Source: an optimization exercise on an open RTL-to-GDS flow (aim: small area and a short achievable clock period). Production flows keep margins and buffers that such runs may drop.
Only simulation tests tie the RTL to the original design; equivalence was not proved.

## tundra
==> flow/design.v (excerpt) <==
module fft(
	input wire			clk,
	input wire			rst_n,
	input wire[16:0]	data_i0_R,
	input wire[16:0]	data_i0_I,
	input wire[16:0]	data_i1_R,
	input wire[16:0]	data_i1_I,
	output reg[16:0]	data_o0_R,
	output reg[16:0]	data_o0_I,
	output reg[16:0]	data_o1_R,
	output reg[16:0]	data_o1_I
);
  reg [2:0] ph;
  reg [1:0] fd;
  wire [2:0] pn = ph + 3'd1;
  wire [1:0] fdn = (ph == 3'd7 && fd != 2'd3) ? fd + 2'd1 : fd;
  reg [3:0] oplus, ominus;
  wire vnext = (fdn == 2'd3) || (fdn == 2'd2 && pn[2]);
  always @(posedge clk or negedge rst_n)
    if (!rst_n) begin ph <= 3'd7; fd <= 2'd0; oplus <= 4'd0; ominus <= 4'd0; end
    else begin ph <= pn; fd <= fdn; oplus <= {4{vnext & pn[2]}}; ominus <= {4{vnext & ~pn[2]}}; end
  reg [16:0] XA0_0_R, XA0_0_I;
  reg [16:0] XA1_0_R, XA1_0_I;
  reg [16:0] XA2_0_R, XA2_0_I;
  reg [16:0] PU_0_R, PU_0_I;
  reg [16:0] PV_0_R, PV_0_I;
  reg [16:0] PP_0_R, PP_0_I;
  reg [16:0] R0_0_R, R0_0_I;
  reg [16:0] R1_0_R, R1_0_I;
  reg [16:0] QP_0_R, QP_0_I;
  reg [16:0] QU_0_R, QU_0_I;
  reg [16:0] M0_0_R, M0_0_I;
  reg [16:0] M1_0_R, M1_0_I;
  reg [16:0] M2_0_R, M2_0_I;
  reg [16:0] M3_0_R, M3_0_I;
  reg [16:0] QT_0_x0, QT_0_x1, QT_0_y0, QT_0_y1;
  reg [16:0] XA0_1_R, XA0_1_I;
  reg [16:0] XA1_1_R, XA1_1_I;
  reg [16:0] XA2_1_R, XA2_1_I;
  reg [16:0] PU_1_R, PU_1_I;
  reg [16:0] PV_1_R, PV_1_I;
  reg [16:0] R0_1_R, R0_1_I;
  reg [16:0] R1_1_R, R1_1_I;
  reg [16:0] QP_1_R, QP_1_I;
  reg [16:0] QU_1_R, QU_1_I;
  reg [16:0] HV_1_R, HV_1_I;
  reg [16:0] M0_1_R, M0_1_I;
  reg [16:0] M1_1_R, M1_1_I;
  reg [16:0] M2_1_R, M2_1_I;
  reg [16:0] M3_1_R, M3_1_I;
  reg [16:0] QT_1_x0, QT_1_x1, QT_1_y0, QT_1_y1;
  reg s_w3a;
  reg s_w3b;
  reg s_Ppin0;
  reg s_mP0;
  reg s_mQ0;
  reg s_Ppin1;
  reg s_mP1;
  reg s_mQ1;
  reg s_XA0_0_R_0;
  reg s_XA0_0_R_1;
  reg s_PU_0_R_0;
  reg s_PU_0_R_1;
  reg s_PU_0_R_2;
  reg s_PV_0_R_0;
  reg s_PV_0_R_1;
  reg s_PV_0_R_2;
  reg s_PP_0_R_0;
  ...
For scale: ~6400 cells after synthesis, about 1200 flip-flops, ~140 I/O pins, ~64000 um^2 of cells after synthesis.
==> flow/config.mk <==
export PLATFORM = sky130hd
export DESIGN_NAME = fft
export DESIGN_NICKNAME = fft
export VERILOG_FILES = /design/flow/design.v
export SDC_FILE = /design/flow/constraint.sdc
export NUM_CORES = 8
export LEC_CHECK = 0
export CAP_MARGIN = 20
export CORE_MARGIN = 2
export CORE_UTILIZATION = 50
export CTS_CLUSTER_DIAMETER = 100
export CTS_CLUSTER_SIZE = 20
export SETUP_SLACK_MARGIN = 3.65
export SLEW_MARGIN = 20
==> flow/constraint.sdc <==
create_clock -name core_clock -period 7.5 [get_ports {clk}]
set_input_delay 1.5000 -clock core_clock [delete_from_list [all_inputs] [get_ports {clk}]]
set_output_delay 1.5000 -clock core_clock [all_outputs]
set_load 0.01 [all_outputs]
run.sh (not shown) runs the stock make flow with config.mk's settings and CLKGATE_MAP_FILE= SYNTH_SCRIPT=/design/flow/synth_recipe.tcl, a recipe that flattens the netlist after the stock synthesis.
[inputs] juniper vs tundra
# tundra
export LEC_CHECK = 0
export CAP_MARGIN = 20
export CORE_MARGIN = 2
export CORE_UTILIZATION = 50
export CTS_CLUSTER_DIAMETER = 100
export CTS_CLUSTER_SIZE = 20
export SETUP_SLACK_MARGIN = 3.65
export SLEW_MARGIN = 20
create_clock -name core_clock -period 7.5 [get_ports {clk}]
# juniper
export LEC_CHECK = 0
export CAP_MARGIN = 20
export CORE_MARGIN = 2
export CORE_UTILIZATION = 50
export CTS_CLUSTER_DIAMETER = 100
export CTS_CLUSTER_SIZE = 20
export SETUP_SLACK_MARGIN = 3.5
export SLEW_MARGIN = 20
create_clock -name core_clock -period 7.5 [get_ports {clk}]
From juniper to tundra, number of register bits inferred by synthesis did not move at all.
Relative to tundra, the fmax measured on juniper has decreased by a few percent.
Summary: hold slack, juniper worse than tundra
Sort tundra and juniper by layout overhead on the synthesized area, ascending, and juniper comes first.
Diff tundra -> juniper: multi-input gate share of total cell area rose 0.19 points; sequential share of layout area rose 0.51 points; routed wire length saw an increase.
juniper completed every stage of the flow, and the final layout passed the timing, design-rule and antenna checks.
The run with more setup slack is tundra; juniper has less.
Input changes introduced in violet (baseline for comparison: juniper):
# juniper
export LEC_CHECK = 0
export CAP_MARGIN = 20
export CORE_MARGIN = 2
export CORE_UTILIZATION = 50
export CTS_CLUSTER_DIAMETER = 100
export CTS_CLUSTER_SIZE = 20
export SETUP_SLACK_MARGIN = 3.5
export SLEW_MARGIN = 20
create_clock -name core_clock -period 7.5 [get_ports {clk}]
# violet
export LEC_CHECK = 0
export CAP_MARGIN = 20
export CORE_MARGIN = 2
export CORE_UTILIZATION = 45
export CTS_CLUSTER_DIAMETER = 100
export CTS_CLUSTER_SIZE = 20
export SETUP_SLACK_MARGIN = 3.5
export SLEW_MARGIN = 20
create_clock -name core_clock -period 7.5 [get_ports {clk}]
==> comparison <==
- Higher wire length goes to juniper over violet.
- On worst slack at placement: violet sits below juniper.
- Die area, juniper and violet, higher one = violet.
- Summary: with juniper as the reference, placeable core area in violet moved up by more than 10%.
- violet gives less routed length per instance than juniper did.
- Both conditions hold for violet: the flow ran to the end and the final layout passed the timing, design-rule and antenna checks.

port drivers added, routing unchanged:
Ports are ideal in the flow. The routed layouts listed here were re-timed in OpenROAD. Step 1: set_driving_cell puts a clkbuf_16 on clk and a buf_2 on each other input, an assumption about the parent block. Step 2 also shifts input and output timing later by t, the mid clock arrival at the registers, as if the neighbouring blocks saw the same clock. Slacks: ideal / step 1 / step 2; pairs: ideal / step 1.
| run | t, ns | setup slack, ns | worst setup path at the end | slew at the worst register clock pin (ns) |
|---|---|---|---|---|
| tundra | 0.801 | 3.520 / 3.520 / 2.903 | input to register | 0.09 / 0.09 |
| juniper | 0.788 | 3.415 / 3.415 / 2.806 | input to register | 0.09 / 0.09 |
| violet | 0.792 | 3.349 / 3.349 / 2.787 | input to register | 0.09 / 0.09 |
After both steps setup and hold are still met in every run listed. The setup slack of tundra, which loses most, moves by 0.000 ns with the drivers and by -0.617 ns with both steps.
